Source: an optimization exercise on an open RTL-to-GDS flow (aim: small area). Production flows keep margins and buffers that such runs may drop. RTL that was checked went through simulation tests only; none was proved equivalent to the original. No functional check of the RTL was part of run 1. Power is estimated from default activity; no workload was simulated.

--- design/flow/config.mk ---
export PLATFORM = sky130hd
export DESIGN_NAME = hdmi_tmds_audio
export DESIGN_NICKNAME = hdmi_tmds_audio
export VERILOG_FILES = /design/flow/design.v
export SDC_FILE = /design/flow/constraint.sdc
export NUM_CORES = 4
export LEC_CHECK = 0
export ABC_AREA = 1
export CAP_MARGIN = 20
export CORE_MARGIN = 2
export CORE_UTILIZATION = 40
export SLEW_MARGIN = 20
--- design/flow/constraint.sdc ---
create_clock -name core_clock -period 6.7 [get_ports {clk_pixel}]
set_input_delay 1.3400 -clock core_clock [delete_from_list [all_inputs] [get_ports {clk_pixel}]]
set_output_delay 1.3400 -clock core_clock [all_outputs]
set_load 0.01 [all_outputs]
--- design/flow/design.v ---
`timescale 1ns / 1ns
module hdmi_tmds_audio(
	input				clk_pixel,
	input				sys_nrst,
	input	[31 : 0]	hdmi_aud,
	output	[29:0]		tmds
);
	wire rst = !sys_nrst;
	genvar g;
	function automatic [7:0] ecc_step;
		input [7:0] e;
		input b;
		ecc_step = (e >> 1) ^ ((e[0] ^ b) ? 8'b10000011 : 8'd0);
	endfunction
	function automatic [7:0] ecc56;
		input [55:0] d;
		integer k;
		reg [7:0] e;
		begin
			e = 8'd0;
			for (k = 0; k < 56; k = k + 1)
				e = ecc_step(e, d[k]);
			ecc56 = e;
		end
	endfunction
	function automatic [7:0] ecc24;
		input [23:0] d;
		integer k;
		reg [7:0] e;
		begin
			e = 8'd0;
			for (k = 0; k < 24; k = k + 1)
				e = ecc_step(e, d[k]);
			ecc24 = e;
		end
	endfunction
	localparam [19:0] ACR_N = 20'd6144;
	localparam [19:0] ACR_CTS = 20'd48;
	localparam [55:0] ACR_SUB = {ACR_N[7:0], ACR_N[15:8], 4'd0, ACR_N[19:16], ACR_CTS[7:0], ACR_CTS[15:8], 4'd0, ACR_CTS[19:16], 8'd0};
	localparam [63:0] ACR_BCH = {ecc56(ACR_SUB), ACR_SUB};
	localparam [23:0] ACR_HDR = 24'h000001;
	localparam [31:0] ACR_HBCH = {ecc24(ACR_HDR), ACR_HDR};
	localparam [23:0] ASP_HDR = 24'h000F02;
	localparam [31:0] ASP_HBCH = {ecc24(ASP_HDR), ASP_HDR};
	localparam [7:0] ASP_HB = ecc24(24'h100000);
	localparam [7:0] K_L = ecc56(56'd3 << 50);
	localparam [7:0] K_R = ecc56(56'd3 << 54);
	function automatic [7:0] ecc_step2;
		input [7:0] e;
		input b0;
		input b1;
		ecc_step2 = ecc_step(ecc_step(e, b0), b1);
	endfunction
	function automatic [11:0] lfsr12;
		input integer n;
		integer k;
		reg [11:0] s;
		begin
			s = 12'd0;
			for (k = 0; k < n; k = k + 1)
				s = {s[10:0], ~(s[11] ^ s[5] ^ s[3] ^ s[0])};
			lfsr12 = s;
		end
	endfunction
	function automatic [5:0] lfsr6;
		input integer n;
		integer k;
		reg [5:0] s;
		begin
			s = 6'd0;
			for (k = 0; k < n; k = k + 1)
				s = {s[4:0], ~(s[5] ^ s[4])};
			lfsr6 = s;
		end
	endfunction
	localparam [11:0] XO = 12'd22;
	reg [11:0] qx;
	reg [10:0] py;
	wire qx_end = qx == 12'd2199 + XO;
	always @(posedge clk_pixel)
		if (rst) begin
			qx <= 12'd2198 + XO;
			py <= 11'd1124;
		end else begin
			qx <= qx_end ? XO : qx + 12'd1;
			if (qx_end)
				py <= (py == 11'd1124) ? 11'd0 : py + 11'd1;
		end
	wire active_line = py < 11'd1080;
	wire pre_line = active_line || (py == 11'd1124);
	wire v_data = active_line && (qx < 12'd1920 + XO);
	wire v_guard = pre_line && (qx >= 12'd2198 + XO);
	wire v_pre = pre_line && (qx >= 12'd2190 + XO) && (qx < 12'd2198 + XO);
	wire di_pre = (qx >= 12'd1920 + XO) && (qx < 12'd1928 + XO);
	wire di_guard = ((qx >= 12'd1928 + XO) && (qx < 12'd1930 + XO)) || ((qx >= 12'd2154 + XO) && (qx < 12'd2156 + XO));
	wire island = (qx >= 12'd1930 + XO) && (qx < 12'd2154 + XO);
	wire hsync = (qx >= 12'd2007 + XO) && (qx < 12'd2051 + XO);
	wire vsync = ((py == 11'd1084) && (qx >= 12'd2007 + XO)) || ((py >= 11'd1085) && (py <= 11'd1088)) || ((py == 11'd1089) && (qx < 12'd2007 + XO));
	localparam [11:0] SC_END = lfsr12(3093);
	reg [11:0] sc;
	reg [15:0] smp;
	wire smp_take = sc == SC_END;
	always @(posedge clk_pixel)
		if (rst || smp_take)
			sc <= 12'd0;
		else
			sc <= {sc[10:0], ~(sc[11] ^ sc[5] ^ sc[3] ^ sc[0])};
	always @(posedge clk_pixel)
		if (rst)
			smp <= 16'd0;
		else if (smp_take)
			smp <= hdmi_aud[31:16];
	wire [4:0] c = qx[4:0];                
	wire slot_last = c == 5'd31;
	wire slot_start = slot_last && (qx >= 12'd1929 + XO) && (qx < 12'd2153 + XO);
	wire slot_end = slot_last && (qx >= 12'd1961 + XO) && (qx <= 12'd2153 + XO);
	localparam [5:0] AC_END = lfsr6(47);
	reg [5:0] ac;
	reg acr_pend;
	reg slot_acr;
	wire ac_wrap = ac == AC_END;
	always @(posedge clk_pixel) begin
		if (rst)
			ac <= lfsr6(45);
		else if (ac_wrap)
			ac <= 6'd0;
		else
			ac <= {ac[4:0], ~(ac[5] ^ ac[4])};
		if (rst)
			acr_pend <= 1'b1;
		else
			acr_pend <= (acr_pend && !slot_start) ^ ac_wrap;
		if (slot_start)
			slot_acr <= acr_pend;
	end
	localparam [5:0] FQ_END = lfsr6(47);
	reg [5:0] fq;
	always @(posedge clk_pixel)
		if (rst || (slot_end && !slot_acr && fq == FQ_END))
			fq <= 6'd0;
		else if (slot_end && !slot_acr)
			fq <= {fq[4:0], ~(fq[5] ^ fq[4])};
	reg [15:0] smp_old;
	reg sw1, sw3;                           
	always @(posedge clk_pixel) begin
		if (c == 5'd3 + XO[4:0])
			smp_old <= smp;
		if (slot_last) begin
			sw1 <= sc == lfsr12(5);
			sw3 <= (sc == lfsr12(5)) || (sc == lfsr12(3));
		end
	end
	wire [3:0] use_new = {sw3, sw1, sw1, 1'b0};
	wire samp_ph = (c[4:3] == 2'b10) || ((c[4] == 1'b0) && ((c[3:2] == 2'b01) || (c[3:2] == 2'b10)));
	wire par_lo = c[4:2] == 3'b001 || c[4:2] == 3'b010;    
	wire par_ph = (c == 5'd25) || (c == 5'd27);
	wire ecc_ph = c[4:2] == 3'b111;
	wire [2:0] bi = {c[2] ^ !c[4], c[1:0]};
	wire [1:0] b_old = {smp_old[{bi, 1'b1}], smp_old[{bi, 1'b0}]};
	wire [1:0] b_new = {smp[{bi, 1'b1}], smp[{bi, 1'b0}]};
	reg [7:0] e_old, e_new;
	reg p_old, p_new;
	wire [1:0] s_old = samp_ph ? b_old : {par_ph & p_old, 1'b0};
	wire [1:0] s_new = samp_ph ? b_new : {par_ph & p_new, 1'b0};
	always @(posedge clk_pixel) begin
		e_old <= ecc_ph ? {2'b00, e_old[7:2]} : ecc_step2(e_old, s_old[0], s_old[1]);
		e_new <= ecc_ph ? {2'b00, e_new[7:2]} : ecc_step2(e_new, s_new[0], s_new[1]);
		if (slot_last) begin
			p_old <= 1'b0;
			p_new <= 1'b0;
		end else if (par_lo) begin
			p_old <= p_old ^ b_old[0] ^ b_old[1];
			p_new <= p_new ^ b_new[0] ^ b_new[1];
		end
	end
	localparam [5:0] FQ0 = lfsr6(0);
	localparam [5:0] FQ5 = lfsr6(5);
	localparam [5:0] FQ6 = lfsr6(6);
	localparam [5:0] FQ8 = lfsr6(8);
	wire q0 = fq == FQ0;
	wire q5 = fq == FQ5;
	wire q68 = (fq == FQ6) || (fq == FQ8);
	wire [3:0] cs_l = {1'b0, q0, q68, q5};
	wire [3:0] cs_r = {1'b0, q0, q5 || q68, 1'b0};
	wire [2:0] ei = {c[1:0], 1'b0};
	wire [1:0] acr_bits = {ACR_BCH[{c, 1'b1}], ACR_BCH[{c, 1'b0}]};
	wire [3:0] sub_even, sub_odd;
	generate
		for (g = 0; g < 4; g = g + 1) begin : subpkt
			wire [7:0] k = (cs_l[g] ? K_L : 8'd0) ^ (cs_r[g] ? K_R : 8'd0);
			wire [1:0] base = use_new[g] ? (ecc_ph ? e_new[1:0] : s_new) : (ecc_ph ? e_old[1:0] : s_old);
			wire [1:0] corr = ((c == 5'd25) ? {2{cs_l[g]}} : 2'b00) ^ ((c == 5'd27) ? {2{cs_r[g]}} : 2'b00) ^ (ecc_ph ? {k[ei + 3'd1], k[ei]} : 2'b00);
			wire [1:0] bits = slot_acr ? acr_bits : base ^ corr;
			assign sub_even[g] = bits[0];
			assign sub_odd[g] = bits[1];
		end
	endgenerate
	wire hdr_bit = slot_acr ? ACR_HBCH[c] : (ASP_HBCH[c] ^ (q0 && ((c == 5'd20) || (c[4:3] == 2'b11 && ASP_HB[c[2:0]]))));
	wire [2:0] mode = di_guard ? 3'd4 : island ? 3'd3 : v_guard ? 3'd2 : v_data ? 3'd1 : 3'd0;
	wire [2:0] vbit = {qx == XO, py == 11'd0, (qx == 12'd1919 + XO) || (py == 11'd1079)};
	reg [3:0] acc [0:2];
	reg [2:0] mode_r;
	reg [3:0] d_r [0:2];
	generate
		for (g = 0; g < 3; g = g + 1) begin : ch
			wire neg = acc[g][3];
			always @(posedge clk_pixel)
				acc[g] <= (mode != 3'd1) ? 4'd0 : neg ? acc[g] + (vbit[g] ? 4'd3 : 4'd5) : acc[g] - 4'd4;
		end
	endgenerate
	always @(posedge clk_pixel) begin
		mode_r <= mode;
		d_r[0] <= (mode == 3'd1) ? {2'b00, acc[0][3], vbit[0]} : {1'b1, hdr_bit || (mode == 3'd4), vsync, hsync};
		d_r[1] <= (mode == 3'd1) ? {2'b00, acc[1][3], vbit[1]} : (mode == 3'd0) ? {3'b000, v_pre || di_pre} : sub_even;
		d_r[2] <= (mode == 3'd1) ? {2'b00, acc[2][3], vbit[2]} : (mode == 3'd0) ? {3'b000, di_pre} : sub_odd;
	end
	function automatic [9:0] terc4;
		input [3:0] d;
		case (d)
			4'b0000: terc4 = 10'b1010011100;
			4'b0001: terc4 = 10'b1001100011;
			4'b0010: terc4 = 10'b1011100100;
			4'b0011: terc4 = 10'b1011100010;
			4'b0100: terc4 = 10'b0101110001;
			4'b0101: terc4 = 10'b0100011110;
			4'b0110: terc4 = 10'b0110001110;
			4'b0111: terc4 = 10'b0100111100;
			4'b1000: terc4 = 10'b1011001100;
			4'b1001: terc4 = 10'b0100111001;
			4'b1010: terc4 = 10'b0110011100;
			4'b1011: terc4 = 10'b1011000110;
			4'b1100: terc4 = 10'b1010001110;
			4'b1101: terc4 = 10'b1001110001;
			4'b1110: terc4 = 10'b0101100011;
			default: terc4 = 10'b1011000011;
		endcase
	endfunction
	function automatic [9:0] ctl;
		input [1:0] d;
		case (d)
			2'b00: ctl = 10'b1101010100;
			2'b01: ctl = 10'b0010101011;
			2'b10: ctl = 10'b0101010100;
			default: ctl = 10'b1010101011;
		endcase
	endfunction
	function automatic [9:0] vid;
		input [1:0] d;    
		case (d)
			2'b00: vid = 10'b0100000000;
			2'b01: vid = 10'b1000000000;
			2'b10: vid = 10'b1111111111;
			default: vid = 10'b0011111111;
		endcase
	endfunction
	function automatic [9:0] enc;
		input [2:0] m;
		input [3:0] d;
		input [9:0] vguard;
		input [9:0] dguard;
		case (m)
			3'd0: enc = ctl(d[1:0]);
			3'd1: enc = vid(d[1:0]);
			3'd2: enc = vguard;
			3'd3: enc = terc4(d);
			default: enc = dguard;
		endcase
	endfunction
	assign tmds[9:0] = enc(mode_r, d_r[0], 10'b1011001100, terc4(d_r[0]));
	assign tmds[19:10] = enc(mode_r, d_r[1], 10'b0100110011, 10'b0100110011);
	assign tmds[29:20] = enc(mode_r, d_r[2], 10'b1011001100, 10'b0100110011);
endmodule
--- design/flow/run.sh ---
#!/bin/bash
# synth_recipe.tcl (not shown) runs the flow's synth.tcl, then flattens the netlist and writes it again
# the make line also repeats each setting of config.mk as NAME=value (left out here)
make -C /OpenROAD-flow-scripts/flow DESIGN_CONFIG=/design/flow/config.mk WORK_HOME=/design/flow/orfs CLKGATE_MAP_FILE= SYNTH_SCRIPT=/design/flow/synth_recipe.tcl finish
==> impl_metrics.yaml, run 1 <==
clocking:
  cts_repair_resize_count: 0
  number_of_buffers_added_by_the_clock_tree_synthesis_step: 17
  number_of_buffers_added_to_fix_hold_violations_after_cts: 0
  clock_network_latency_to_the_later_pin_of_the_worst_skew_pair_ns: 0.42
  cts_max_level: 4
  clkSlewWorstSetupHoldPaths_ns: 0.06
  numClockSinks: 128
  cts_tree: "built"
  root_buffer: "sky130_fd_sc_hd__clkbuf_16"
  post_cts_buffers: 0
  cts.path.max_buffers: 2
floorplan:
  num_io_pins: 64
  dieWidth_um: 144
  initial_core_utilization_pct: 40.4
  die_h_um: 144
  placementRows: 51
  die-area_sq_um: 20700
  fp.coreArea_sq_um: 19300
synthesis:
  syn_inst: 1112
  yosys.area_share.xor_xnor_pct: 2.79
  synth_edf_count: 19
  synth_top_family_by_area: "simple AND/OR/NAND/NOR gates"
  synth_flop_cell: "sky130_fd_sc_hd__dfxtp_1"
  yosys_register_bits: 128
  synth-compound-area-share_pct: 13.2
  distinct_cells_synth: 59
  syn_area_per_cell_sq_um: 7.03
  yosys.area_share.adder_pct: 7.81
  synth.yosys.warnings: 3
  synth-simple-area-share_pct: 31.5
  async_flop_share_pct: 0
  synth_top_cells_by_count: "254 x sky130_fd_sc_hd__nand2_1, 141 x sky130_fd_sc_hd__inv_1, 121 x sky130_fd_sc_hd__nor2_1"
  synth_top_cells_by_area: "sky130_fd_sc_hd__dfxtp_1 28%, sky130_fd_sc_hd__nand2_1 12%, sky130_fd_sc_hd__edfxtp_1 7.3%"
  synthDominantAreaCellType: "sky130_fd_sc_hd__dfxtp_1"
  yosys-mux-area-fraction_pct: 0.256
  post-synth-top-area-fraction_pct: 27.9
  synth-seq-area-share_pct: 35.2
  yosysMostFrequentCell: "sky130_fd_sc_hd__nand2_1"
  mappedNetlistNets: 1193
  syn-cell-area_sq_um: 7810
routing:
  routedWlPerCell_um: 12.7
  route.detailed.drc: 0
  final_antenna_net_count: 0
  first_iter_violations: 322
  route.final.wire_length_mm: 18.1
  detailedRoute.firstPassIterationCount: 5
  viasPerCell: 4.88
  detailroute.via_count: 6990
sta:
  holdWs_ns: 0.327
  layout_worst_path_cycle_share_pct: 59.9
  slew_violations: 0
  rsz_0062_raised_after_global_routing: "no"
  clock-skew-final_ns: 0.00720
  final_period_minus_worst_setup_slack_ns: 4.01
  totalNegativeSetupSlack_ns: 0
  max_freq_ghz: 0.249
  timing_hold_violations_final: 0
  slew_headroom_pct: 50.7
  timing_worst_slew_pin_value_ns: 0.739
  finalSetupViolations: 0
min_path:
  timing.hold.worst_path_depth: 0
  hold_start: "e_old[7]$_SDFF_PP0_"
  worst_hold_path.endpoint: "e_old[5]$_DFF_P_"
  min-delay-path-class: "reg2reg"
critical_path:
  setup_crit_path_kind: "reg2out"
  critical_path.startpoint_type: "flip-flop"
  timing.critical_path.required_ns: 5.36
  cp_data_arrival_time_ns: 2.67
  ff2ff_setup_slack_ns: 3.77
  endpoint_type_of_the_worst_setup_path: "primary output"
  cp_slowest_stage_delay_ns: 0.57
  ff_to_ff_path_depth: 8
  reg_to_reg_end: "d_r[2][0]$_DFF_P_"
  crit_path_frequent_cell: "sky130_fd_sc_hd__nor2_1"
  path_max_fanout: 6
  critical_path_cell_sequence: "nor2_1 > inv_1 > nor2_1 > o21ai_0 > o21ai_0 > nor2_1 > a31oi_1 > clkdlybuf4s50_1"
  cp_slowest_cell: "sky130_fd_sc_hd__clkdlybuf4s50_1"
  reg2reg_from: "qx[1]$_SDFF_PN0_"
layout:
  filler_cell_count: 1941
  num-nets-final: 1236
  antenna_cells: 0
  layout.cell_area.non_filler_sq_um: 9070
  share_of_final_layout_standard_cells_stronger_than_drive_strength_1_pct: 7.45
  combined_flip_flop_and_latch_cell_area_sq_um: 2750
  multiInputGateArea_sq_um: 4340
  syn_to_final_growth_pct: 16.1
global_route:
  antenna_found_initial: 0
  track_usage_pct: 18.4
  grt_max_degree: 32
  grt_first_pass_wirelength_mm: 30.6
  grt_overflow: 0
  first_global_vias: 6410
job:
  max-cap-violations: 0
placed_design:
  last_weighted_congestion_value_of_the_routability_driven_placer: 0.874
  dp.final_hpwl_mm: 13.6
  port_buffers: 47
  place_area_sq_um: 8500
status:
  status: "no timing/DRC/antenna violations"
power_and_ir_drop:
  irDropWorstVdd_uv: 253
  power_leakage_nw: 4.01
  power_density_nw_per_um2: 430
cells by family (layout without fill, tap and decap cells):
group	after synthesis	in the layout
adder cells (fa/ha/maj)	47	47
AND/OR/NAND/NOR	552	552
multiplexers	2	2
AO/OA/AOI/OAI	178	178
flip-flops	128	128
XOR/XNOR	24	24
buffers and inverters	181	237
cells in the final DEF, fill, tap and decap left out, types with 4 or more instances in the layout:
cell type,instances
sky130_fd_sc_hd__nand2_1,254
sky130_fd_sc_hd__inv_1,141
sky130_fd_sc_hd__nor2_1,120
sky130_fd_sc_hd__dfxtp_1,109
sky130_fd_sc_hd__nand3_1,89
sky130_fd_sc_hd__o21ai_0,74
sky130_fd_sc_hd__a21oi_1,51
sky130_fd_sc_hd__clkdlybuf4s50_1,47
sky130_fd_sc_hd__ha_1,44
sky130_fd_sc_hd__edfxtp_1,19
sky130_fd_sc_hd__nor3_1,18
sky130_fd_sc_hd__nand4_1,17
sky130_fd_sc_hd__clkbuf_16,17
sky130_fd_sc_hd__or2_2,13
sky130_fd_sc_hd__xor2_1,12
sky130_fd_sc_hd__o211ai_1,11
sky130_fd_sc_hd__xnor2_1,11
sky130_fd_sc_hd__inv_2,9
sky130_fd_sc_hd__a31oi_1,9
sky130_fd_sc_hd__inv_6,7
sky130_fd_sc_hd__nor4_1,6
sky130_fd_sc_hd__nand2_2,5
sky130_fd_sc_hd__o21ai_1,5
sky130_fd_sc_hd__clkinv_1,5
sky130_fd_sc_hd__nand3b_1,5
sky130_fd_sc_hd__nor2_4,4
sky130_fd_sc_hd__nor2_2,4
sky130_fd_sc_hd__o22ai_1,4
power by group:
part	total [mW]	switching (mW)	internal [mW]	leakage (nW)
logic	1.93	1.16	0.767	2.68
registers	1.08	0.152	0.923	1.06
clock network	0.895	0.374	0.522	0.281
total	3.90	1.68	2.21	4.01
metal layers:
| metal | track usage [%] | vias to the layer above | wire length [um] |
|---|---|---|---|
| li1 | - | 3723 | - |
| met1 | 25.0 | 3106 | 9150 |
| met2 | 29.8 | 144 | 8110 |
| met3 | 3.00 | 17 | 637 |
| met4 | 6.35 | 0 | 231 |
| met5 | 0 | - | 0 |
cell type report:
cell class	instances	area share, %
inverters	156	6.51
flip-flops and latches	128	30.3
clock buffers	17	4.69
clock inverters	15	1.63
repair buffers	49	5.35
multi-input cells	803	47.8
well taps	265	3.65
how the worst max path moves through the flow:
stage	end	cells past startpoint	startpoint
finish	tmds[4]	8	mode_r[2]$_DFF_P_
floorplan	tmds[9]	7	d_r[0][0]$_DFF_P_
CTS	tmds[4]	8	mode_r[2]$_DFF_P_
global placement	tmds[14]	5	mode_r[0]$_DFF_P_
global route	tmds[4]	8	mode_r[2]$_DFF_P_
detailed placement	tmds[4]	8	mode_r[2]$_DFF_P_
stage by stage:
step	setup WS (ns)	utilization, %	instances	total power, mW
final	2.69	46.9	1433	3.90
after global placement	3.01	43.9	1401	3.00
after detailed placement	3.13	44.0	1401	3.01
after CTS	2.66	46.9	1433	3.92
after global routing	2.42	46.9	1433	4.22
after floorplan	3.84	-	1112	2.40
state kept, by name (all words and copies together), names as in the netlist:
| register | cells |
|---|---|
| acc | 12 |
| sc | 12 |
| p_new | 1 |
| p_old | 1 |
| ac | 6 |
| e_old | 8 |
| slot_acr | 1 |
| smp_old | 16 |
| smp | 16 |
| mode_r | 3 |
| d_r | 12 |
| py | 11 |
| e_new | 8 |
| sw1 | 1 |
| qx | 12 |
| sw3 | 1 |
| fq | 6 |
| acr_pend | 1 |
critical path, delay by kind of cell, from the launching register on:
family	cells	cell delay (ns)
DFF	1	0.36
buffers and inverters	2	0.72
and+or+nand+nor	3	0.66
AOI/OAI and AO/OA	3	0.51
==> run 2: changes to the inputs <==
--- a/design/flow/design.v
+++ b/design/flow/design.v
@@ -144,19 +144,20 @@
 	reg sw1, sw3;                           
 	always @(posedge clk_pixel) begin
 		if (c == 5'd3 + XO[4:0])
-			smp_old <= smp;
+			smp_old <= {smp[11:0], smp[15:12]};
+		else
+			smp_old <= {smp_old[1:0], smp_old[15:2]};
 		if (slot_last) begin
 			sw1 <= sc == lfsr12(5);
 			sw3 <= (sc == lfsr12(5)) || (sc == lfsr12(3));
 		end
 	end
-	wire [3:0] use_new = {sw3, sw1, sw1, 1'b0};
 	wire samp_ph = (c[4:3] == 2'b10) || ((c[4] == 1'b0) && ((c[3:2] == 2'b01) || (c[3:2] == 2'b10)));
 	wire par_lo = c[4:2] == 3'b001 || c[4:2] == 3'b010;    
 	wire par_ph = (c == 5'd25) || (c == 5'd27);
 	wire ecc_ph = c[4:2] == 3'b111;
 	wire [2:0] bi = {c[2] ^ !c[4], c[1:0]};
-	wire [1:0] b_old = {smp_old[{bi, 1'b1}], smp_old[{bi, 1'b0}]};
+	wire [1:0] b_old = c[4] ? smp_old[9:8] : smp_old[1:0];
 	wire [1:0] b_new = {smp[{bi, 1'b1}], smp[{bi, 1'b0}]};
 	reg [7:0] e_old, e_new;
 	reg p_old, p_new;
@@ -183,36 +184,48 @@
 	wire [3:0] cs_l = {1'b0, q0, q68, q5};
 	wire [3:0] cs_r = {1'b0, q0, q5 || q68, 1'b0};
 	wire [2:0] ei = {c[1:0], 1'b0};
+	wire [1:0] st_old = ecc_ph ? e_old[1:0] : s_old;
+	wire [1:0] st_new = ecc_ph ? e_new[1:0] : s_new;
+	wire [1:0] st12 = sw1 ? st_new : st_old;
+	wire [1:0] st3 = sw3 ? st_new : st_old;
+	wire [7:0] st = {st3, st12, st12, st_old};
+	wire [1:0] add_l = (c == 5'd25) ? 2'b11 : ecc_ph ? {K_L[ei + 3'd1], K_L[ei]} : 2'b00;
+	wire [1:0] add_r = (c == 5'd27) ? 2'b11 : ecc_ph ? {K_R[ei + 3'd1], K_R[ei]} : 2'b00;
 	wire [1:0] acr_bits = {ACR_BCH[{c, 1'b1}], ACR_BCH[{c, 1'b0}]};
 	wire [3:0] sub_even, sub_odd;
 	generate
 		for (g = 0; g < 4; g = g + 1) begin : subpkt
-			wire [7:0] k = (cs_l[g] ? K_L : 8'd0) ^ (cs_r[g] ? K_R : 8'd0);
-			wire [1:0] base = use_new[g] ? (ecc_ph ? e_new[1:0] : s_new) : (ecc_ph ? e_old[1:0] : s_old);
-			wire [1:0] corr = ((c == 5'd25) ? {2{cs_l[g]}} : 2'b00) ^ ((c == 5'd27) ? {2{cs_r[g]}} : 2'b00) ^ (ecc_ph ? {k[ei + 3'd1], k[ei]} : 2'b00);
-			wire [1:0] bits = slot_acr ? acr_bits : base ^ corr;
+			wire [1:0] bits = slot_acr ? acr_bits : st[2 * g +: 2] ^ (add_l & {2{cs_l[g]}}) ^ (add_r & {2{cs_r[g]}});
 			assign sub_even[g] = bits[0];
 			assign sub_odd[g] = bits[1];
 		end
 	endgenerate
 	wire hdr_bit = slot_acr ? ACR_HBCH[c] : (ASP_HBCH[c] ^ (q0 && ((c == 5'd20) || (c[4:3] == 2'b11 && ASP_HB[c[2:0]]))));
 	wire [2:0] mode = di_guard ? 3'd4 : island ? 3'd3 : v_guard ? 3'd2 : v_data ? 3'd1 : 3'd0;
-	wire [2:0] vbit = {qx == XO, py == 11'd0, (qx == 12'd1919 + XO) || (py == 11'd1079)};
-	reg [3:0] acc [0:2];
+	reg [3:0] dz;                           
+	reg [2:0] dn;                           
+	always @(posedge clk_pixel)
+		if (mode != 3'd1) begin
+			dz <= 4'd0;
+			dn <= 3'd0;
+		end else begin
+			dz <= (dz == 4'd8) ? 4'd0 : dz + 4'd1;
+			dn <= (dn == 3'd6) ? 3'd0 : dn + 3'd1;
+		end
+	wire neg_z = dz[0];
+	wire neg_n = (dn == 3'd1) || (dn == 3'd2) || (dn == 3'd4) || (dn == 3'd6);
+	wire line0 = py == 11'd0;
+	wire line1079 = py == 11'd1079;
+	wire [2:0] vbit = {qx == XO, line0, (qx == 12'd1919 + XO) || line1079};
+	wire [2:0] vneg = {neg_z, line0 ? neg_n : neg_z, line1079 ? neg_n : neg_z};
 	reg [2:0] mode_r;
-	reg [3:0] d_r [0:2];
-	generate
-		for (g = 0; g < 3; g = g + 1) begin : ch
-			wire neg = acc[g][3];
-			always @(posedge clk_pixel)
-				acc[g] <= (mode != 3'd1) ? 4'd0 : neg ? acc[g] + (vbit[g] ? 4'd3 : 4'd5) : acc[g] - 4'd4;
-		end
-	endgenerate
+	reg [2:0] d0_r;
+	reg [3:0] d1_r, d2_r;
 	always @(posedge clk_pixel) begin
 		mode_r <= mode;
-		d_r[0] <= (mode == 3'd1) ? {2'b00, acc[0][3], vbit[0]} : {1'b1, hdr_bit || (mode == 3'd4), vsync, hsync};
-		d_r[1] <= (mode == 3'd1) ? {2'b00, acc[1][3], vbit[1]} : (mode == 3'd0) ? {3'b000, v_pre || di_pre} : sub_even;
-		d_r[2] <= (mode == 3'd1) ? {2'b00, acc[2][3], vbit[2]} : (mode == 3'd0) ? {3'b000, di_pre} : sub_odd;
+		d0_r <= (mode == 3'd1) ? {1'b0, vneg[0], vbit[0]} : (mode == 3'd2) ? 3'b000 : {hdr_bit || (mode == 3'd4), vsync, hsync};
+		d1_r <= (mode == 3'd1) ? {2'b00, vneg[1], vbit[1]} : (mode == 3'd0) ? {3'b000, v_pre || di_pre} : sub_even;
+		d2_r <= (mode == 3'd1) ? {2'b00, vneg[2], vbit[2]} : (mode == 3'd0) ? {3'b000, di_pre} : (mode == 3'd2) ? 4'b1000 : sub_odd;
 	end
 	function automatic [9:0] terc4;
 		input [3:0] d;
@@ -266,7 +279,7 @@
 			default: enc = dguard;
 		endcase
 	endfunction
-	assign tmds[9:0] = enc(mode_r, d_r[0], 10'b1011001100, terc4(d_r[0]));
-	assign tmds[19:10] = enc(mode_r, d_r[1], 10'b0100110011, 10'b0100110011);
-	assign tmds[29:20] = enc(mode_r, d_r[2], 10'b1011001100, 10'b0100110011);
+	assign tmds[9:0] = (mode_r == 3'd0) ? ctl(d0_r[1:0]) : (mode_r == 3'd1) ? vid(d0_r[1:0]) : terc4({1'b1, d0_r});
+	assign tmds[19:10] = (mode_r == 3'd0) ? ctl(d1_r[1:0]) : (mode_r == 3'd1) ? vid(d1_r[1:0]) : (mode_r == 3'd3) ? terc4(d1_r) : 10'b0100110011;
+	assign tmds[29:20] = (mode_r == 3'd0) ? ctl(d2_r[1:0]) : (mode_r == 3'd1) ? vid(d2_r[1:0]) : (mode_r == 3'd4) ? 10'b0100110011 : terc4(d2_r);
 endmodule
--- a/design/flow/config.mk
+++ b/design/flow/config.mk
@@ -5,8 +5,10 @@
 export SDC_FILE = /design/flow/constraint.sdc
 export NUM_CORES = 4
 export LEC_CHECK = 0
-export ABC_AREA = 1
 export CAP_MARGIN = 20
 export CORE_MARGIN = 2
 export CORE_UTILIZATION = 40
+export CTS_BUF_LIST = sky130_fd_sc_hd__clkbuf_4
+export CTS_CLUSTER_DIAMETER = 60
+export CTS_CLUSTER_SIZE = 30
 export SLEW_MARGIN = 20
==> run 2 against run 1 <==
Combinational power fell by 31%. Power shrank 24%. Clock power down about 30%.
==> impl_metrics.yaml, run 2 <==
sta:
  timing_hold_violations_final: 0
  final_period_minus_worst_setup_slack_ns: 4.22
  rsz_0062_raised_after_global_routing: "no"
  clock-skew-final_ns: 0.0235
  timing_worst_slew_pin_value_ns: 0.811
  slew_headroom_pct: 45.8
  slew_violations: 0
  totalNegativeSetupSlack_ns: 0
  finalSetupViolations: 0
  holdWs_ns: 0.329
  layout_worst_path_cycle_share_pct: 63.1
  max_freq_ghz: 0.237
clocking:
  numClockSinks: 122
  cts_tree: "built"
  clock_network_latency_to_the_later_pin_of_the_worst_skew_pair_ns: 0.55
  cts.path.max_buffers: 2
  post_cts_buffers: 0
  cts_repair_resize_count: 0
  number_of_buffers_added_by_the_clock_tree_synthesis_step: 17
  cts_max_level: 4
  root_buffer: "sky130_fd_sc_hd__clkbuf_4"
  number_of_buffers_added_to_fix_hold_violations_after_cts: 0
  clkSlewWorstSetupHoldPaths_ns: 0.11
critical_path:
  path_max_fanout: 17
  timing.critical_path.required_ns: 5.36
  setup_crit_path_kind: "reg2out"
  endpoint_type_of_the_worst_setup_path: "primary output"
  critical_path.startpoint_type: "flip-flop"
  cp_data_arrival_time_ns: 2.88
layout:
  share_of_final_layout_standard_cells_stronger_than_drive_strength_1_pct: 8.04
  post_layout_nonfiller_instances: 1072
  combined_flip_flop_and_latch_cell_area_sq_um: 2470
  layout_common_cells: "119 x sky130_fd_sc_hd__dfxtp_1, 68 x sky130_fd_sc_hd__nor2_1, 56 x sky130_fd_sc_hd__o21ai_0"
  reg.largest.list: "smp (16), smp_old (16)"
  multiInputGateArea_sq_um: 4170
  filler_cell_count: 1710
  syn_to_final_growth_pct: 13.8
  num-nets-final: 906
  layout_commonest_cell: "sky130_fd_sc_hd__dfxtp_1"
  layout.cell_area.non_filler_sq_um: 7910
power_and_ir_drop:
  power_leakage_nw: 3.21
  irDropWorstVdd_uv: 211
  fin_total_pwr_mw: 2.98
  power_density_nw_per_um2: 377
synthesis:
  synth_top_cells_by_area: "sky130_fd_sc_hd__dfxtp_1 34%, sky130_fd_sc_hd__ha_1 6.8%, sky130_fd_sc_hd__mux2i_1 5.5%"
  mappedNetlistNets: 877
  syn_inst: 804
  yosysMostFrequentCell: "sky130_fd_sc_hd__dfxtp_1"
  post-synth-top-area-fraction_pct: 34.3
  synth-seq-area-share_pct: 35.6
  synth_top_cells_by_count: "119 x sky130_fd_sc_hd__dfxtp_1, 68 x sky130_fd_sc_hd__nor2_1, 56 x sky130_fd_sc_hd__o21ai_0"
  synth.yosys.warnings: 1
  syn-cell-area_sq_um: 6950
  yosys_register_bits: 122
  synth_edf_count: 3
  async_flop_share_pct: 0
  synthDominantAreaCellType: "sky130_fd_sc_hd__dfxtp_1"
  syn_area_per_cell_sq_um: 8.64
  synth_flop_cell: "sky130_fd_sc_hd__dfxtp_1"
  distinct_cells_synth: 70
routing:
  route.detailed.drc: 0
  detailroute.via_count: 5602
  detailedRoute.firstPassIterationCount: 5
  viasPerCell: 5.23
  first_iter_violations: 191
  routedWlPerCell_um: 14.1
  final_antenna_net_count: 0
  route.final.wire_length_mm: 15.1
placed_design:
  dp.cells: 1039
  port_buffers: 47
  place_area_sq_um: 7560
  last_weighted_congestion_value_of_the_routability_driven_placer: 0.837
  dp.final_hpwl_mm: 11.0
job:
  max-cap-violations: 0
min_path:
  min-delay-path-class: "reg2reg"
global_route:
  grt_max_degree: 55
  first_global_vias: 5250
  grt_overflow: 0
  antenna_found_initial: 1
  track_usage_pct: 17.4
  grt_first_pass_wirelength_mm: 25.8
floorplan:
  num_io_pins: 64
  die-area_sq_um: 18400
  fp.coreArea_sq_um: 17100
  dieWidth_um: 136
  placementRows: 48
  die_h_um: 136
  initial_core_utilization_pct: 40.6
status:
  status: "no timing/DRC/antenna violations"
## run 2: changes by cell type after synthesis, moves of 15 or more
cell,previous run,this run
sky130_fd_sc_hd__nand2_1,254,53
sky130_fd_sc_hd__inv_1,141,33
sky130_fd_sc_hd__nand3_1,89,17
sky130_fd_sc_hd__nor2_1,121,68
sky130_fd_sc_hd__mux2i_1,2,38
sky130_fd_sc_hd__nor2b_1,0,35
sky130_fd_sc_hd__clkbuf_1,13,34
sky130_fd_sc_hd__mux2_2,0,20
sky130_fd_sc_hd__xnor2_1,11,31
sky130_fd_sc_hd__o21ai_0,74,56
sky130_fd_sc_hd__and3_1,0,16
sky130_fd_sc_hd__edfxtp_1,19,3
sky130_fd_sc_hd__nand2b_1,1,17
sky130_fd_sc_hd__and2_1,3,18
## run 2: worst max-delay path: stages, from the launching register on
cell	delay, ns
sky130_fd_sc_hd__dfxtp_1	0.77
sky130_fd_sc_hd__nand3b_1	0.34
sky130_fd_sc_hd__a31o_2	0.33
sky130_fd_sc_hd__a21oi_1	0.17
sky130_fd_sc_hd__nor2b_1	0.06
sky130_fd_sc_hd__a21oi_1	0.12
sky130_fd_sc_hd__clkdlybuf4s50_1	0.55
## run 2: layout make-up
class                      instances  share of cell area [%]
multi-input combinational        607                    52.8
sequential                       122                    31.3
clock inverter                    12                    2.52
inverter                          34                    1.61
timing repair buffer              51                    6.33
clock buffer                      20                    1.90
antenna                            1                  0.0316
tap                              225                    3.56
## run 2: path summary, 6_finish.rpt
check                       endpoint  cells past startpoint           startpoint  slack [ns]
setup / recovery            tmds[19]                      6    mode_r[0]$_DFF_P_        2.48
setup reg to reg  d1_r[2]$_SDFF_PP0_                      9     qx[1]$_SDFF_PN0_        3.11
hold / removal      e_new[5]$_DFF_P_                      0  e_new[7]$_SDFF_PP0_        0.33
hold reg to reg     e_new[5]$_DFF_P_                      0  e_new[7]$_SDFF_PP0_        0.33
## run 2: where the power goes
part           switching (mW)  leakage (nW)  internal (mW)
Clock                   0.278         0.177          0.345
Sequential              0.180         0.998          0.847
Combinational           0.699          2.04          0.629
Total                    1.16          3.21           1.82
## run 2: metal layers
layer	GRT usage (%)	wire length, um	vias to the layer above
met4	6.94	269	0
met5	0	0	-
met3	3.25	576	19
li1	-	-	2884
met2	27.5	6870	118
met1	23.3	7400	2581
## run 2: cell families after synthesis
kind of cell,share of synthesized area (%)
fa+ha+maj,7.13
compound gates,15.4
xor+xnor,6.66
simple gates,20.9
buf+inv,4.34
mux,10.0
flops,35.6
## run 2: through the flow
step           util (%)  setup slack, ns
2_1_floorplan         -             3.74
3_3_place_gp       44.1             3.01
3_5_place_dp       44.1             3.07
4_1_cts            46.2             2.42
5_1_grt            46.2             2.18
6_report           46.2             2.48
==> run 3: changes to the inputs <==
--- a/design/flow/config.mk
+++ b/design/flow/config.mk
@@ -8,7 +8,4 @@
 export CAP_MARGIN = 20
 export CORE_MARGIN = 2
 export CORE_UTILIZATION = 40
-export CTS_BUF_LIST = sky130_fd_sc_hd__clkbuf_4
-export CTS_CLUSTER_DIAMETER = 60
-export CTS_CLUSTER_SIZE = 30
 export SLEW_MARGIN = 20
==> run 3 against run 2 <==
Still clean. Clock skew fell by 0.0089 ns. Sequential cell count unchanged. Critical path depth is the same. Die area did not move. Register-to-register slack improved by 0.02 ns. Setup slack improved by 0.13 ns. Critical path type unchanged. Largest power group unchanged. Highest routed layer unchanged.
==> impl_metrics.yaml, run 3 <==
routing:
  route.final.wire_length_mm: 15.3
  first_iter_violations: 196
  route.detailed.drc: 0
  final_antenna_net_count: 0
  routedWlPerCell_um: 14.2
  viasPerCell: 5.18
  detailedRoute.firstPassIterationCount: 5
  detailroute.via_count: 5546
floorplan:
  initial_core_utilization_pct: 40.6
  die_h_um: 136
  num_io_pins: 64
  fp.coreArea_sq_um: 17100
  placementRows: 48
  dieWidth_um: 136
  die-area_sq_um: 18400
synthesis:
  post-synth-top-area-fraction_pct: 34.3
  synth-seq-area-share_pct: 35.6
  synth_top_cells_by_count: "119 x sky130_fd_sc_hd__dfxtp_1, 68 x sky130_fd_sc_hd__nor2_1, 56 x sky130_fd_sc_hd__o21ai_0"
  synthDominantAreaCellType: "sky130_fd_sc_hd__dfxtp_1"
  synth_edf_count: 3
  synth_flop_cell: "sky130_fd_sc_hd__dfxtp_1"
  synth_top_cells_by_area: "sky130_fd_sc_hd__dfxtp_1 34%, sky130_fd_sc_hd__ha_1 6.8%, sky130_fd_sc_hd__mux2i_1 5.5%"
  yosys_register_bits: 122
  distinct_cells_synth: 70
  syn_area_per_cell_sq_um: 8.64
  async_flop_share_pct: 0
  syn-cell-area_sq_um: 6950
  syn_inst: 804
  synth.yosys.warnings: 1
  yosysMostFrequentCell: "sky130_fd_sc_hd__dfxtp_1"
  mappedNetlistNets: 877
critical_path:
  path_max_fanout: 17
  reg_to_reg_end: "d1_r[2]$_SDFF_PP0_"
  ff2ff_setup_slack_ns: 3.13
  crit_path_end: "tmds[19]"
  ff_to_ff_path_depth: 9
  reg2reg_from: "qx[1]$_SDFF_PN0_"
  cp_slowest_cell: "sky130_fd_sc_hd__dfxtp_1"
  critical_path.startpoint_type: "flip-flop"
  timing.critical_path.required_ns: 5.36
  cp-startpoint: "mode_r[0]$_DFF_P_"
  endpoint_type_of_the_worst_setup_path: "primary output"
  critical_path_buf_inv_count: 1
  critical-path-top-delay-family: "flip-flops"
  cp_slowest_stage_delay_ns: 0.75
  setup_crit_path_kind: "reg2out"
  crit_path_frequent_cell: "sky130_fd_sc_hd__a21oi_1"
  cp_data_arrival_time_ns: 2.75
  cp.depth: 6
  critical_path_cell_sequence: "nand3b_1 > a31o_2 > a21oi_1 > nor2b_1 > a21oi_1 > clkdlybuf4s50_1"
global_route:
  antenna_found_initial: 0
  track_usage_pct: 17.6
  grt_overflow: 0
  first_global_vias: 5227
  grt_max_degree: 55
  grt_first_pass_wirelength_mm: 26.1
power_and_ir_drop:
  power_leakage_nw: 3.34
  fin_total_pwr_mw: 3.35
  irDropWorstVdd_uv: 212
  power_density_nw_per_um2: 409
clocking:
  numClockSinks: 122
  number_of_buffers_added_to_fix_hold_violations_after_cts: 0
  cts_max_level: 4
  cts_tree: "built"
  cts_repair_resize_count: 0
  cts.path.max_buffers: 2
  clkSlewWorstSetupHoldPaths_ns: 0.05
  post_cts_buffers: 0
  number_of_buffers_added_by_the_clock_tree_synthesis_step: 17
  root_buffer: "sky130_fd_sc_hd__clkbuf_16"
  clock_network_latency_to_the_later_pin_of_the_worst_skew_pair_ns: 0.42
sta:
  layout_worst_path_cycle_share_pct: 61.1
  timing_hold_violations_final: 0
  finalSetupViolations: 0
  timing_worst_slew_pin_value_ns: 0.813
  rsz_0062_raised_after_global_routing: "no"
  clock-skew-final_ns: 0.0146
  totalNegativeSetupSlack_ns: 0
  final_period_minus_worst_setup_slack_ns: 4.09
  slew_violations: 0
  max_freq_ghz: 0.244
  slew_headroom_pct: 45.6
placed_design:
  last_weighted_congestion_value_of_the_routability_driven_placer: 0.837
  dp.final_hpwl_mm: 11.0
  port_buffers: 47
status:
  status: "no timing/DRC/antenna violations"
layout:
  share_of_final_layout_standard_cells_stronger_than_drive_strength_1_pct: 7.80
  multiInputGateArea_sq_um: 4170
  layout_commonest_cell: "sky130_fd_sc_hd__dfxtp_1"
  antenna_cells: 0
  reg.largest.list: "smp (16), smp_old (16)"
  num-nets-final: 906
  combined_flip_flop_and_latch_cell_area_sq_um: 2470
  layout_common_cells: "119 x sky130_fd_sc_hd__dfxtp_1, 68 x sky130_fd_sc_hd__nor2_1, 56 x sky130_fd_sc_hd__o21ai_0"
  filler_cell_count: 1665
  syn_to_final_growth_pct: 18.0
min_path:
  timing.hold.worst_path_depth: 0
  min-delay-path-class: "reg2reg"
job:
  max-cap-violations: 0
==> run 3: cell counts after synthesis <==
No cell type changed its count.
==> run 3: logic make-up after synthesis <==
| kind of cell | after synthesis | share of synthesized area, % |
|---|---|---|
| buffers and inverters | 75 | 4.34 |
| muxes | 62 | 10.0 |
| AOI/OAI and AO/OA | 176 | 15.4 |
| adders and majority gates | 39 | 7.13 |
| xor gates and xnor gates | 52 | 6.66 |
| DFF | 122 | 35.6 |
| and+or+nand+nor | 278 | 20.9 |
==> run 3: how the worst min path moves through the flow <==
| stage | start | endpoint | slack [ns] |
|---|---|---|---|
| floorplan | e_new[4]$_DFF_P_ | e_new[2]$_DFF_P_ | 0.31 |
| global placement | e_old[7]$_SDFF_PP0_ | e_old[5]$_DFF_P_ | 0.31 |
| finish | e_new[7]$_SDFF_PP0_ | e_new[5]$_DFF_P_ | 0.32 |
| global route | e_new[4]$_DFF_P_ | e_new[2]$_DFF_P_ | 0.33 |
| detailed placement | e_old[4]$_DFF_P_ | e_old[2]$_DFF_P_ | 0.31 |
| CTS | e_new[7]$_SDFF_PP0_ | e_new[5]$_DFF_P_ | 0.32 |
==> run 3: area by class of cell <==
type	count	share of cell area, %
tap	225	3.43
multi-input combinational	607	50.9
clock inverter	11	2.38
sequential	122	30.1
timing repair buffer	51	6.10
clock buffer	21	5.49
inverter	34	1.56
==> run 3: metal layers <==
metal / up-vias / global-route usage [%] / share of wire, %
met5: - / 0 / 0
met4: 0 / 6.08 / 1.3
met3: 17 / 4.49 / 3.8
met2: 108 / 27.4 / 45
met1: 2551 / 23.8 / 50
li1: 2870 / - / -
==> run 3: per-stage QoR <==
stage | hold slack, ns | std cells | instance area (sq um) | util (%) | worst slack [ns]
6_report | 0.321 | 1071 | 8200 | 47.9 | 2.61
2_1_floorplan | 0.310 | 804 | 6950 | - | 3.74
4_1_cts | 0.324 | 1071 | 8200 | 47.9 | 2.58
3_3_place_gp | 0.311 | 1039 | 7560 | 44.1 | 3.01
5_1_grt | 0.330 | 1071 | 8200 | 47.9 | 2.35
3_5_place_dp | 0.312 | 1039 | 7560 | 44.1 | 3.07
==> run 3: power breakdown <==
group | internal, mW | leakage (nW) | total, mW | switching (mW)
sequential | 0.849 | 0.998 | 1.03 | 0.179
clock | 0.669 | 0.303 | 0.994 | 0.325
combinational | 0.630 | 2.04 | 1.33 | 0.700
==> run 3: worst register-to-register path, cell delays in order (launching register included) <==
cell and delay [ns]:
sky130_fd_sc_hd__dfxtp_1 0.76, sky130_fd_sc_hd__inv_1 0.32, sky130_fd_sc_hd__ha_1 0.40, sky130_fd_sc_hd__nand3_1 0.67, sky130_fd_sc_hd__o21ai_0 0.27, sky130_fd_sc_hd__xor2_1 0.24, sky130_fd_sc_hd__nor4bb_1 0.42, sky130_fd_sc_hd__xnor2_1 0.15
sky130_fd_sc_hd__a21boi_1 0.16, sky130_fd_sc_hd__nor2_1 0.05
==> run 4: changes to the inputs <==
==> design/flow/flow/run.sh (new file) <==
#!/bin/bash
# Own layout flow: the standard synthesis, then the combinational logic of
# that netlist re-mapped with a stronger ABC script (registers untouched), then
# the standard layout from floorplan to finish on the re-mapped netlist.
set -euo pipefail
here=$(pwd)
res=$here/orfs/results/$FLOW_PLATFORM/hdmi_tmds_audio/base
yosys_bin=$FLOW_HOME/../tools/install/yosys/bin/yosys
lib=$FLOW_HOME/platforms/$FLOW_PLATFORM/lib/sky130_fd_sc_hd__tt_025C_1v80.lib

bash standard.sh synth > $here/log_1_standard_synth.log 2>&1

cp $res/1_2_yosys.v $here/std_synth.v
LIB=$lib IN_V=$here/std_synth.v OUT_V=$here/resynth.v TOP=$FLOW_TOP \
  ABC_SCRIPT=$here/flow/resynth.abc DELAY_PS=$(awk "BEGIN{print int($FLOW_PERIOD_NS*1000)}") \
  $yosys_bin -c $here/flow/resynth.tcl > $here/log_2_resynth.log 2>&1
cp $here/resynth.v $res/1_2_yosys.v
rm -f $res/1_synth.odb $res/1_synth.sdc

bash standard.sh finish > $here/log_3_standard_layout.log 2>&1
==> design/flow/flow/resynth.abc (new file) <==
strash
&get -n
&deepsyn -T 20
&put
strash
&get -n
&dch -f
&nf -R 1000
&put
==> design/flow/flow/resynth.tcl (new file) <==
# Re-map the combinational logic of the standard synthesis netlist with ABC.
# Flip-flops are kept as black-box instances, so their names and cell types
# are exactly those of the standard synthesis.
set lib $::env(LIB)
yosys read_liberty -ignore_miss_func $lib
yosys read_verilog $::env(IN_V)
yosys hierarchy -top $::env(TOP)
foreach m [list dfxtp_1 dfxtp_2 dfxtp_4 edfxtp_1 dfrtp_1 dfrtp_2 dfrtp_4 dfstp_1 dfstp_2 dfstp_4 dfbbn_1 dfbbp_1 dfrtn_1 conb_1] {
  catch { yosys blackbox sky130_fd_sc_hd__$m }
}
yosys flatten
yosys opt -purge
set dont_use {}
foreach c {probe_p_8 probec_p_8 lpflow_*} { lappend dont_use -dont_use sky130_fd_sc_hd__$c }
yosys abc -liberty $lib -D $::env(DELAY_PS) -script $::env(ABC_SCRIPT) {*}$dont_use
yosys opt_clean -purge
# define every library cell again so that the checks know their pin directions
yosys read_liberty -lib -nooverwrite $lib
yosys hilomap -singleton -hicell sky130_fd_sc_hd__conb_1 HI -locell sky130_fd_sc_hd__conb_1 LO
yosys check -assert -mapped
yosys stat -liberty $lib
yosys write_verilog -noattr -nohex -nodec $::env(OUT_V)
==> design/flow/standard.sh (new file) <==
#!/bin/bash
# synth_recipe.tcl (not shown) runs the flow's synth.tcl, then flattens the netlist and writes it again
# the make line also repeats each setting of config.mk as NAME=value (left out here)
make -C /OpenROAD-flow-scripts/flow DESIGN_CONFIG=/design/flow/config.mk WORK_HOME=/design/flow/orfs CLKGATE_MAP_FILE= SYNTH_SCRIPT=/design/flow/synth_recipe.tcl "${@:-finish}"
--- a/design/flow/config.mk
+++ b/design/flow/config.mk
@@ -8,4 +8,7 @@
 export CAP_MARGIN = 20
 export CORE_MARGIN = 2
 export CORE_UTILIZATION = 40
+export CTS_BUF_LIST = sky130_fd_sc_hd__clkbuf_8
+export CTS_CLUSTER_DIAMETER = 100
+export CTS_CLUSTER_SIZE = 40
 export SLEW_MARGIN = 20
removed: design/flow/run.sh
==> run 4 against run 3 <==
Still clean. Clock skew fell by 0.0044 ns. First-iteration DRC count rose by 100%. Non-clock buffer count fell by 3. Largest cell class unchanged.
==> impl_metrics.yaml, run 4 <==
sta:
  clock-skew-final_ns: 0.0102
  slew_headroom_pct: 48.5
  layout_worst_path_cycle_share_pct: 71.1
  final_period_minus_worst_setup_slack_ns: 4.76
  rsz_0062_raised_after_global_routing: "no"
  timing_worst_slew_pin_value_ns: 0.772
  totalNegativeSetupSlack_ns: 0
  max_freq_ghz: 0.210
  timing_hold_violations_final: 0
  finalSetupViolations: 0
  slew_violations: 0
  holdWs_ns: 0.328
layout:
  share_of_final_layout_standard_cells_stronger_than_drive_strength_1_pct: 4.57
  reg.largest.list: "smp (16), smp_old (16)"
  layout_common_cells: "119 x sky130_fd_sc_hd__dfxtp_1, 64 x sky130_fd_sc_hd__nor2_1, 62 x sky130_fd_sc_hd__nand2_1"
  antenna_cells: 0
  syn_to_final_growth_pct: 21.5
  combined_flip_flop_and_latch_cell_area_sq_um: 2470
  num-nets-final: 721
  filler_cell_count: 1278
  multiInputGateArea_sq_um: 2960
  layout_commonest_cell: "sky130_fd_sc_hd__dfxtp_1"
clocking:
  clkSlewWorstSetupHoldPaths_ns: 0.07
  cts.path.max_buffers: 2
  cts_repair_resize_count: 0
  number_of_buffers_added_by_the_clock_tree_synthesis_step: 17
  numClockSinks: 122
  root_buffer: "sky130_fd_sc_hd__clkbuf_8"
  cts_max_level: 4
  cts_tree: "built"
  post_cts_buffers: 0
  clock_network_latency_to_the_later_pin_of_the_worst_skew_pair_ns: 0.43
  number_of_buffers_added_to_fix_hold_violations_after_cts: 0
floorplan:
  initial_core_utilization_pct: 41.1
  dieWidth_um: 121
  placementRows: 42
  num_io_pins: 64
  fp.coreArea_sq_um: 13200
  die_h_um: 121
  die-area_sq_um: 14500
synthesis:
  syn_area_per_cell_sq_um: 8.77
  synth.yosys.warnings: 1
  syn_inst: 620
  syn-cell-area_sq_um: 5440
  mappedNetlistNets: 654
critical_path:
  reg2reg_from: "qx[3]$_SDFF_PN1_"
  endpoint_type_of_the_worst_setup_path: "primary output"
  crit_path_frequent_cell: "sky130_fd_sc_hd__a21oi_1"
  ff_to_ff_path_depth: 15
  cp.depth: 11
  setup_crit_path_kind: "reg2out"
  cp_data_arrival_time_ns: 3.42
  cp_slowest_stage_delay_ns: 0.50
  critical_path.startpoint_type: "flip-flop"
  critical_path_cell_sequence: "nor2b_1 > and2_0 > o21ai_0 > a21oi_1 > or2_0 > a21oi_1 > o22ai_1 > clkinv_1 > a41oi_1 > a31oi_1 > clkdlybuf4s50_1"
  ff2ff_setup_slack_ns: 3.13
  cp_slowest_cell: "sky130_fd_sc_hd__dfxtp_1"
  critical_path_buf_inv_count: 2
  critical-path-top-delay-family: "compound AO/OA/AOI/OAI gates"
  reg_to_reg_end: "py[10]$_SDFFE_PN1N_"
  timing.critical_path.required_ns: 5.36
  path_max_fanout: 10
placed_design:
  dp.final_hpwl_mm: 8.96
  last_weighted_congestion_value_of_the_routability_driven_placer: 0.859
  port_buffers: 47
job:
  max-cap-violations: 0
global_route:
  first_global_vias: 4521
  grt_first_pass_wirelength_mm: 21.3
  grt_overflow: 0
  grt_max_degree: 38
  track_usage_pct: 17.9
  antenna_found_initial: 0
status:
  status: "no timing/DRC/antenna violations"
min_path:
  min-delay-path-class: "reg2reg"
  worst_hold_path.endpoint: "e_old[3]$_DFF_P_"
  hold_start: "e_old[5]$_DFF_P_"
  timing.hold.worst_path_depth: 0
routing:
  final_antenna_net_count: 0
  viasPerCell: 5.49
  route.final.wire_length_mm: 12.4
  detailroute.via_count: 4805
  routedWlPerCell_um: 14.2
  route.detailed.drc: 0
  detailedRoute.firstPassIterationCount: 5
  first_iter_violations: 400
power_and_ir_drop:
  irDropWorstVdd_uv: 146
  power_leakage_nw: 2.57
  internal_power_mw: 1.58
  clock_power_share_pct: 32.1
  power.share.combinational_pct: 29.9
  net_switching_power_of_the_design_mw: 0.685
  power_density_nw_per_um2: 343
  sequentialPowerShare_pct: 38.1
  netSwitchingFraction_pct: 30.3
-- run 4: worst max-delay path by stage --
stage | start | end | slack [ns]
3_5_place_dp | mode_r[0]$_DFF_P_ | tmds[17] | 2.48
2_1_floorplan | mode_r[0]$_DFF_P_ | tmds[17] | 3.09
5_1_grt | mode_r[1]$_DFF_P_ | tmds[17] | 1.64
3_3_place_gp | mode_r[1]$_DFF_P_ | tmds[17] | 2.52
6_report | mode_r[0]$_DFF_P_ | tmds[17] | 1.94
4_1_cts | mode_r[0]$_DFF_P_ | tmds[17] | 1.99
-- run 4: power by group through the flow --
stage | Combinational (mW) | Clock (mW) | Sequential, mW
6_report | 0.676 | 0.725 | 0.862
5_1_grt | 0.749 | 0.777 | 0.872
4_1_cts | 0.677 | 0.743 | 0.860
3_5_place_dp | 0.674 | 0 | 0.876
3_3_place_gp | 0.666 | 0 | 0.873
2_1_floorplan | 0.382 | 0 | 0.855
-- run 4: layout make-up --
| cell class | instances | area share (%) |
|---|---|---|
| well taps | 176 | 3.33 |
| inverters | 8 | 0.455 |
| clock inverters | 10 | 2.23 |
| repair buffers | 48 | 7.23 |
| flip-flops and latches | 122 | 37.4 |
| multi-input cells | 490 | 44.7 |
| clock buffers | 22 | 4.58 |
-- run 4: through the flow --
step           utilization (%)  power [mW]  worst slack, ns  instance area [sq um]  cells
5_1_grt                   49.9        2.40             1.64                   6610    876
4_1_cts                   49.8        2.28             1.99                   6590    876
3_3_place_gp              46.4        1.54             2.52                   6140    844
2_1_floorplan                -        1.24             3.09                   5440    620
3_5_place_dp              46.4        1.55             2.48                   6140    844
6_report                  49.9        2.26             1.94                   6610    876
-- run 4: layer usage --
metal,share of wire [%],GRT usage (%),vias to the layer above
li1,-,-,2400
met1,45,22.7,2190
met2,46,28.9,180
met3,5.8,4.81,35
met4,2.6,7.41,0
met5,0,0,-
==> run 5: changes to the inputs <==
--- a/design/flow/flow/run.sh
+++ b/design/flow/flow/run.sh
@@ -17,4 +17,8 @@
 cp $here/resynth.v $res/1_2_yosys.v
 rm -f $res/1_synth.odb $res/1_synth.sdc
 
-bash standard.sh finish > $here/log_3_standard_layout.log 2>&1
+# clock tree without dummy loads; the smallest buffer on the ports
+bash standard.sh \
+  "CTS_ARGS=-sink_clustering_enable -repair_clock_nets -dont_use_dummy_load -buf_list sky130_fd_sc_hd__clkbuf_8 -sink_clustering_size 40 -sink_clustering_max_diameter 100" \
+  "BUFFER_PORTS_ARGS=-buffer_cell sky130_fd_sc_hd__buf_1" \
+  finish > $here/log_3_standard_layout.log 2>&1
==> run 5 against run 4 <==
Power is 18% lower. Hold slack worse by 0.0038 ns. Die area stayed put. Clock power is 37% lower. Final cell count is 1.7% lower. Combinational power is 21% lower. Sequential power hardly changed. Cell area is 7.7% lower. Critical path depth stayed put. Non-clock buffer count stayed put. Via count is 3.0% lower. Critical endpoint unchanged. Largest cell class unchanged. Highest routed layer unchanged.
==> impl_metrics.yaml, run 5 <==
status:
  status: "no timing/DRC/antenna violations"
min_path:
  min-delay-path-class: "reg2reg"
floorplan:
  fp.coreArea_sq_um: 13200
  initial_core_utilization_pct: 41.1
  dieWidth_um: 121
  die_h_um: 121
  num_io_pins: 64
  placementRows: 42
  die-area_sq_um: 14500
layout:
  num-nets-final: 721
  layout_commonest_cell: "sky130_fd_sc_hd__dfxtp_1"
  reg.largest.list: "smp (16), smp_old (16)"
  layout_common_cells: "119 x sky130_fd_sc_hd__dfxtp_1, 64 x sky130_fd_sc_hd__nor2_1, 62 x sky130_fd_sc_hd__nand2_1"
  share_of_final_layout_standard_cells_stronger_than_drive_strength_1_pct: 3.07
  antenna_cells: 0
  syn_to_final_growth_pct: 12.1
routing:
  routedWlPerCell_um: 14.3
  route.detailed.drc: 0
  detailroute.via_count: 4659
  final_antenna_net_count: 0
  detailedRoute.firstPassIterationCount: 7
  viasPerCell: 5.41
  first_iter_violations: 381
  route.final.wire_length_mm: 12.3
synthesis:
  syn_area_per_cell_sq_um: 8.77
  mappedNetlistNets: 654
  synth.yosys.warnings: 1
  syn-cell-area_sq_um: 5440
  syn_inst: 620
sta:
  holdWs_ns: 0.324
  max_freq_ghz: 0.227
  final_period_minus_worst_setup_slack_ns: 4.41
  timing_hold_violations_final: 0
  timing_worst_slew_pin_value_ns: 0.775
  clock-skew-final_ns: 0.0237
  rsz_0062_raised_after_global_routing: "no"
  finalSetupViolations: 0
  slew_violations: 0
  slew_headroom_pct: 48.3
  totalNegativeSetupSlack_ns: 0
  layout_worst_path_cycle_share_pct: 65.8
placed_design:
  last_weighted_congestion_value_of_the_routability_driven_placer: 0.861
  port_buffers: 47
  dp.final_hpwl_mm: 8.98
global_route:
  track_usage_pct: 17.5
  first_global_vias: 4428
  grt_overflow: 0
  antenna_found_initial: 0
  grt_max_degree: 38
  grt_first_pass_wirelength_mm: 20.8
clocking:
  clock_network_latency_to_the_later_pin_of_the_worst_skew_pair_ns: 0.43
  cts_tree: "built"
  cts.path.max_buffers: 2
  cts_repair_resize_count: 0
  numClockSinks: 122
  number_of_buffers_added_to_fix_hold_violations_after_cts: 0
  cts_max_level: 4
  post_cts_buffers: 0
  number_of_buffers_added_by_the_clock_tree_synthesis_step: 17
  clkSlewWorstSetupHoldPaths_ns: 0.06
  root_buffer: "sky130_fd_sc_hd__clkbuf_8"
critical_path:
  cp_data_arrival_time_ns: 3.07
  endpoint_type_of_the_worst_setup_path: "primary output"
  setup_crit_path_kind: "reg2out"
  path_max_fanout: 10
  timing.critical_path.required_ns: 5.36
  critical_path.startpoint_type: "flip-flop"
power_and_ir_drop:
  irDropWorstVdd_uv: 153
  power_leakage_nw: 2.33
  power_density_nw_per_um2: 304
job:
  max-cap-violations: 0
run 5: layout make-up:
type / count / area [sq um]
Clock buffer: 17 / 234
Timing Repair Buffer: 48 / 184
Inverter: 8 / 30.0
Sequential cell: 122 / 2470
Tap cell: 176 / 220
Fill cell: 1328 / 7150
Multi-Input combinational cell: 490 / 2960
run 5: power by group:
group / switching [mW] / internal, mW
sequential: 0.0717 / 0.790
combinational: 0.334 / 0.200
clock: 0.234 / 0.222
total: 0.640 / 1.21
run 5: per-stage QoR:
stage               instance area [sq um]  instances  total power [mW]  worst slack (ns)  util, %
global route                         6100        861              1.98              2.06     46.0
finish                               6100        861              1.85              2.29     46.0
CTS                                  6080        861              1.87              2.31     45.9
global placement                     5850        844              1.40              2.89     44.2
floorplan                            5440        620              1.24              3.09        -
detailed placement                   5850        844              1.41              2.79     44.2
run 5: critical path: stages, from the launching register on:
cell and delay, ns:
sky130_fd_sc_hd__dfxtp_1 0.49, sky130_fd_sc_hd__nor2b_1 0.25, sky130_fd_sc_hd__and2_0 0.25, sky130_fd_sc_hd__o21ai_0 0.19, sky130_fd_sc_hd__a21oi_1 0.19, sky130_fd_sc_hd__or2_0 0.18
sky130_fd_sc_hd__a21oi_1 0.08, sky130_fd_sc_hd__o22ai_1 0.29, sky130_fd_sc_hd__clkinv_1 0.16, sky130_fd_sc_hd__a41oi_1 0.27, sky130_fd_sc_hd__a31oi_1 0.13, sky130_fd_sc_hd__buf_1 0.15
run 5: final timing paths:
| kind | from | to | slack, ns | cells past startpoint |
|---|---|---|---|---|
| worst max-delay path | mode_r[0]$_DFF_P_ | tmds[17] | 2.29 | 11 |
| worst min-delay path | e_new[6]$_SDFF_PP0_ | e_new[4]$_DFF_P_ | 0.32 | 0 |
| worst max register to register | qx[3]$_SDFF_PN1_ | py[10]$_SDFFE_PN1N_ | 3.13 | 15 |
| worst min register to register | e_new[6]$_SDFF_PP0_ | e_new[4]$_DFF_P_ | 0.32 | 0 |
run 5: per-layer routing:
layer | GRT usage, % | vias up | routed length [um]
met3 | 4.20 | 17 | 617
met2 | 28.8 | 139 | 5670
met1 | 22.1 | 2117 | 5880
met5 | 0 | - | 0
met4 | 6.90 | 0 | 160
li1 | - | 2386 | -

[re-timing with driven ports]
How much do the figures lean on ideal ports? The routed layouts below were timed once more, with nothing changed but the port constraints.
Step 1: set_driving_cell puts a clkbuf_16 on clk_pixel and a buf_2 on each other input, an assumption about the parent block.
Step 2, shift: input delay + t, output delay - t, t = (earliest + latest rising clock arrival at the registers) / 2. This alone moves slack from input paths to output paths.
Three values: ideal ports, drivers, drivers and shift; two values: the first two.
run	shift t [ns]	setup slack, ns	latest minus earliest clock arrival (ns)	slew at the worst register clock pin (ns)
run 1	0.463	2.689 / 2.646 / 3.109	0.008 / 0.008	0.06 / 0.06
run 2	0.568	2.476 / 2.443 / 3.011	0.024 / 0.023	0.12 / 0.12
run 3	0.459	2.608 / 2.568 / 3.026	0.015 / 0.015	0.06 / 0.06
run 4	0.461	1.936 / 1.900 / 2.361	0.012 / 0.012	0.07 / 0.07
run 5	0.453	2.290 / 2.258 / 2.711	0.024 / 0.024	0.07 / 0.07
After both steps setup and hold are still met in every run listed.
